Context: an optimization exercise on an open-source flow, tuned for small area, a short achievable clock period and few clock cycles. The choices shown serve that exercise and are no tape-out recipe. Function was checked by simulation only, so behaviour that the tests miss may differ from the original. No activity file was given, so power comes from the tool's default toggle rates.

## build 44
==> flow/design.v (excerpt) <==
module tpp_top (
    input         axi_aclk,
    input         axi_resetn,
    input  [63:0] tpp_reg0_in,
    input  [63:0] tpp_reg1_in,
    input  [63:0] tpp_reg2_in,
    output [63:0] tpp_reg0_out,
    output [63:0] tpp_reg1_out,
    output [63:0] tpp_reg2_out,
    output [63:0] tpp_reg3_out,
    output [63:0] tpp_reg4_out,
    output [63:0] tpp_reg5_out,
    output [63:0] tpp_reg6_out,
    output [63:0] tpp_reg7_out,
    output [255:0] m_axis_tdata,
    output [31:0]  m_axis_tstrb,
    output [127:0] m_axis_tuser,
    output         m_axis_tvalid,
    input          m_axis_tready,
    output         m_axis_tlast,
    input  [255:0] s_axis_tdata,
    input  [31:0]  s_axis_tstrb,
    input  [127:0] s_axis_tuser,
    input          s_axis_tvalid,
    output         s_axis_tready,
    input          s_axis_tlast
);
export LEC_CHECK = 0
export CAP_MARGIN = 5
export CORE_AREA = 4 4 536 536
export CTS_CLUSTER_DIAMETER = 80
export CTS_CLUSTER_SIZE = 26
export DIE_AREA = 0 0 540 540
export PLACE_DENSITY = 0.6
export SETUP_SLACK_MARGIN = 3.0
export SLEW_MARGIN = 5
export TNS_END_PERCENT = 5
create_clock -name core_clock -period 6.0 [get_ports {axi_aclk}]
standard.sh (not shown) runs the stock make flow with config.mk's settings and CLKGATE_MAP_FILE= SYNTH_SCRIPT=/design/flow/synth_recipe.tcl, a recipe that flattens the netlist after the stock synthesis.
==> flow/flow/run.sh <==
#!/bin/bash
# Layout flow: the standard ORFS flow (standard.sh, unchanged synthesis,
# floorplan, power grid, placement, CTS and routing) with these changes:
#  - pin placement constraints (flow/pins.tcl,
#    sourced just before ORFS places the pins): each pass-through input pin
#    sits next to the output pin it feeds, and each group of pins is kept on
#    one edge of the die;
#  - the port buffers that ORFS inserts are buf_1 cells.
# The make output goes to layout.log; ORFS keeps each step's log under orfs/logs.
set -euo pipefail
here=$(pwd)
export PRE_IO_PLACEMENT_TCL=$here/flow/pins.tcl
export BUFFER_PORTS_ARGS="-buffer_cell sky130_fd_sc_hd__buf_1"
bash standard.sh > "$here/layout.log" 2>&1
==> flow/flow/pins.tcl <==
# Pin placement constraints, sourced by ORFS just before it places the pins.
#  - each pass-through input pin sits next to the output pin it feeds;
#  - the stream data and control pins share the bottom edge, so that the
#    LOAD/STORE logic can sit close to all of them;
#  - tuser/tstrb (plain wires) go on the left edge, register mirrors 0-1 on
#    the right, mirror 2 and registers 3-7 on the top.
proc tpp_pair {edge a b} {
  set_io_pin_constraint -group -order -region $edge:* -pin_names [list $a $b]
}
for {set k 0} {$k < 256} {incr k} {
  tpp_pair bottom "s_axis_tdata\[$k\]" "m_axis_tdata\[$k\]"
}
tpp_pair bottom s_axis_tlast m_axis_tlast
tpp_pair bottom s_axis_tvalid m_axis_tvalid
tpp_pair bottom m_axis_tready s_axis_tready
set_io_pin_constraint -region bottom:* -pin_names {axi_resetn}
for {set k 0} {$k < 32} {incr k} {
  tpp_pair left "s_axis_tstrb\[$k\]" "m_axis_tstrb\[$k\]"
}
for {set k 0} {$k < 128} {incr k} {
  tpp_pair left "s_axis_tuser\[$k\]" "m_axis_tuser\[$k\]"
}
foreach r {0 1} {
  for {set k 0} {$k < 64} {incr k} {
    tpp_pair right "tpp_reg${r}_in\[$k\]" "tpp_reg${r}_out\[$k\]"
  }
}
for {set k 0} {$k < 64} {incr k} {
  tpp_pair top "tpp_reg2_in\[$k\]" "tpp_reg2_out\[$k\]"
}
set tpp_top_pins {}
foreach r {3 4 5 6 7} {
  for {set k 0} {$k < 64} {incr k} { lappend tpp_top_pins "tpp_reg${r}_out\[$k\]" }
}
set_io_pin_constraint -region top:* -pin_names $tpp_top_pins
Testbench counts of build 44, summed over its fixed seeds: cycles 16,624.
### build 44 -> build 92
- clearing CTS_CLUSTER_DIAMETER, which used to be 80
- clearing CTS_CLUSTER_SIZE, which used to be 26
- swapping 5 for 20 in CAP_MARGIN
- swapping 5 for 20 in SLEW_MARGIN
- swapping 0.6 for 0.75 in PLACE_DENSITY
-- flow/flow/run.sh --
<<< build 44, line 5
#    sourced just before ORFS places the pins): each pass-through input pin
#    sits next to the output pin it feeds, and each group of pins is kept on
#    one edge of the die;
#  - the port buffers that ORFS inserts are buf_1 cells.
# The make output goes to layout.log; ORFS keeps each step's log under orfs/logs.
>>> build 92, line 5
#    sourced just before ORFS places the pins): each pass-through input pin
#    sits next to the output pin it feeds, and each group of pins is kept on
#    one part of the edge of the die;
#  - the port buffers that ORFS inserts are buf_1 cells.
# The make output goes to layout.log; ORFS keeps each step's log under orfs/logs.
==> flow/flow/pins.tcl <==
# Pin placement constraints, sourced by ORFS just before it places the pins.
#  - each pass-through input pin sits next to the output pin it feeds;
#  - the stream data and control pins share the bottom edge (lane 0, which
#    LOADs replace, at its left end) and registers 3-7 the left edge, so that
#    the scratch memory, the registers and the LOAD/STORE logic can sit in
#    the bottom-left corner, close to all of them;
#  - tuser/tstrb (plain wires) and register mirror 2 go on the top edge,
#    register mirrors 0-1 on the right.
proc tpp_pair {edge a b} {
  set_io_pin_constraint -group -order -region $edge -pin_names [list $a $b]
}
for {set k 0} {$k < 64} {incr k} {
  tpp_pair bottom:0-200 "s_axis_tdata\[$k\]" "m_axis_tdata\[$k\]"
}
for {set k 64} {$k < 256} {incr k} {
  tpp_pair bottom:* "s_axis_tdata\[$k\]" "m_axis_tdata\[$k\]"
}
tpp_pair bottom:* s_axis_tlast m_axis_tlast
tpp_pair bottom:* s_axis_tvalid m_axis_tvalid
tpp_pair bottom:* m_axis_tready s_axis_tready
set_io_pin_constraint -region bottom:* -pin_names {axi_resetn}
set tpp_left_pins {}
foreach r {3 4 5 6 7} {
  for {set k 0} {$k < 64} {incr k} { lappend tpp_left_pins "tpp_reg${r}_out\[$k\]" }
}
set_io_pin_constraint -region left:* -pin_names $tpp_left_pins
for {set k 0} {$k < 32} {incr k} {
  tpp_pair top:* "s_axis_tstrb\[$k\]" "m_axis_tstrb\[$k\]"
}
for {set k 0} {$k < 128} {incr k} {
  tpp_pair top:* "s_axis_tuser\[$k\]" "m_axis_tuser\[$k\]"
}
for {set k 0} {$k < 64} {incr k} {
  tpp_pair top:* "tpp_reg2_in\[$k\]" "tpp_reg2_out\[$k\]"
}
foreach r {0 1} {
  for {set k 0} {$k < 64} {incr k} {
    tpp_pair right:* "tpp_reg${r}_in\[$k\]" "tpp_reg${r}_out\[$k\]"
  }
}
==> notes.md <==
- Build 44 was smaller in final cell area than build 92.
- Build 92 vs build 44, capturing element of the worst setup path: ld_data[51] vs m_axis_tdata[0]
- From build 44 to build 92 the numbers moved as follows: count of clock-buffer cells in the layout has increased, hold slack now smaller, sequential share of layout area shrank by 2.2 points, routability-driven placement congestion ratio moved up, final routed wirelength across all metal layers climbed 16%.
#### Input delta (build 4 over build 92)
- PLACE_DENSITY now 0.6, was 0.75
- CTS_CLUSTER_DIAMETER now 80, previously not set
- CTS_CLUSTER_SIZE now 26, previously not set
-- flow/flow/run.sh --
<<< build 92, line 5
#    sourced just before ORFS places the pins): each pass-through input pin
#    sits next to the output pin it feeds, and each group of pins is kept on
#    one part of the edge of the die;
#  - the port buffers that ORFS inserts are buf_1 cells.
# The make output goes to layout.log; ORFS keeps each step's log under orfs/logs.
>>> build 4, line 5
#    sourced just before ORFS places the pins): each pass-through input pin
#    sits next to the output pin it feeds, and each group of pins is kept on
#    one edge of the die;
#  - the port buffers that ORFS inserts are buf_1 cells.
# The make output goes to layout.log; ORFS keeps each step's log under orfs/logs.
==> flow/flow/pins.tcl <==
# Pin placement constraints, sourced by ORFS just before it places the pins.
#  - each pass-through input pin sits next to the output pin it feeds;
#  - the stream data and control pins share the bottom edge, so that the
#    LOAD/STORE logic can sit close to all of them;
#  - tuser/tstrb (plain wires) go on the left edge, register mirrors 0-1 on
#    the right, mirror 2 and registers 3-7 on the top.
proc tpp_pair {edge a b} {
  set_io_pin_constraint -group -order -region $edge:* -pin_names [list $a $b]
}
for {set k 0} {$k < 256} {incr k} {
  tpp_pair bottom "s_axis_tdata\[$k\]" "m_axis_tdata\[$k\]"
}
tpp_pair bottom s_axis_tlast m_axis_tlast
tpp_pair bottom s_axis_tvalid m_axis_tvalid
tpp_pair bottom m_axis_tready s_axis_tready
set_io_pin_constraint -region bottom:* -pin_names {axi_resetn}
for {set k 0} {$k < 32} {incr k} {
  tpp_pair left "s_axis_tstrb\[$k\]" "m_axis_tstrb\[$k\]"
}
for {set k 0} {$k < 128} {incr k} {
  tpp_pair left "s_axis_tuser\[$k\]" "m_axis_tuser\[$k\]"
}
foreach r {0 1} {
  for {set k 0} {$k < 64} {incr k} {
    tpp_pair right "tpp_reg${r}_in\[$k\]" "tpp_reg${r}_out\[$k\]"
  }
}
for {set k 0} {$k < 64} {incr k} {
  tpp_pair top "tpp_reg2_in\[$k\]" "tpp_reg2_out\[$k\]"
}
set tpp_top_pins {}
foreach r {3 4 5 6 7} {
  for {set k 0} {$k < 64} {incr k} { lappend tpp_top_pins "tpp_reg${r}_out\[$k\]" }
}
set_io_pin_constraint -region top:* -pin_names $tpp_top_pins
==> comparison <==
Count of TritonRoute iterations in the first routing pass (build 4 over build 92): decrease, 5. Post-route fraction of the period consumed by the critical path: build 4 < build 92. Wire length (build 92 / build 4): 1.16.
Here is what was changed in the inputs of build 45 compared with build 4.
- swapping 20 for 5 in CAP_MARGIN
- swapping 20 for 5 in SLEW_MARGIN
- swapping 3.0 for 3.15 in SETUP_SLACK_MARGIN
[summary]
- In the tables for build 45 and build 4, met1 usage in global routing reads higher with build 45.
- Compared to build 4, the routing of build 45 uses more wire.
- Post-cts resize count in build 45 is 36 higher than in build 4
- Comparing sequential fraction of total cell area for build 45 and build 4, the smaller number came from build 45.
- The share of power burned in combinational logic was comparable across build 45 and build 4.
- In build 45 the final area turned out 0.72% higher than in build 4.
diff inputs: build 45 => build 54
- CTS_CLUSTER_DIAMETER no longer set, was 80
- TNS_END_PERCENT now 20, was 5
- CTS_CLUSTER_SIZE no longer set, was 26
- CAP_MARGIN now 20, was 5
- SETUP_SLACK_MARGIN now 3.3, was 3.15
- SLEW_MARGIN now 20, was 5
--- outcome ---
- The final layout from build 54, which completed every stage, passed the timing, design-rule and antenna checks at the end of the flow.
- Build 54 vs build 45: share of the clock period used by the worst path after layout up
- Build 54 ended up with a higher clock group share of total power than build 45 did.
- The lower number of non-clock inverters in the layout came out of build 45.
- Going from build 45 to build 54, the internal power was found to have gone up by about 20%.
- Taking build 45 as the reference, in build 54 cell area after layout +8.1%; wire length +16000 µm.
- Total congestion overflow came out exactly the same in build 45 and build 54.
- Utilization build 45 -> build 54: up
- Against build 45, net load switching power in build 54 rose by a little under 10%.
- NOTE: sequential share of layout area in build 54 falls short of that of build 45
Input-level comparison between build 14 and build 54:
- SETUP_SLACK_MARGIN now 2.85, was 3.3
- TNS_END_PERCENT now 0, was 20
### Flow results
- Build 14 was carried through to the last stage, and its layout satisfied the timing, design-rule and antenna checks.
- Looking only at wire length, and setting everything else aside, the higher value of build 14 and build 54 goes to build 54.
- Re number of buffers inserted to repair setup after CTS: build 14 is 104 down on build 54.
- [build 14] non-clock buffer count fell 14% relative to build 54
- Build 14 drops fewer vias than build 54.
- Going from build 54 to build 14, count of buffering cells on the critical path with inverters included dropped 2; overall power of the completed layout dropped 2.1%.
- Share of the cycle needed by the critical path after routing | build 14 above build 54

-- what the ideal ports hide --
No port has a modelled driver above. Below, the same layouts with a new extraction and two added sets of constraints. Step 1 assumes that a clkbuf_16 drives the clock port and a buf_2 every other input. Step 2, shift: input delay + t, output delay - t, t = (earliest + latest rising clock arrival at the registers) / 2. This alone moves slack from input paths to output paths. a / b / c = ideal / step 1 / step 2; a / b = the first two.
run	shift t [ns]	slack for setup (ns)	worst register clock-pin slew, ns
build 44	0.905	2.729 / 2.621 / 1.975	0.11 / 0.11
build 92	0.955	2.516 / 2.496 / 1.668	0.07 / 0.07
build 4	0.895	2.678 / 2.568 / 1.942	0.11 / 0.11
build 45	0.857	2.730 / 2.652 / 1.966	0.11 / 0.11
build 54	0.933	2.646 / 2.571 / 2.080	0.07 / 0.07
build 14	0.933	2.561 / 2.561 / 1.858	0.07 / 0.07
After both steps setup and hold are still met in every run listed. For build 92, which loses most, drivers alone change the setup slack by -0.020 ns; drivers and shift together by -0.848 ns.
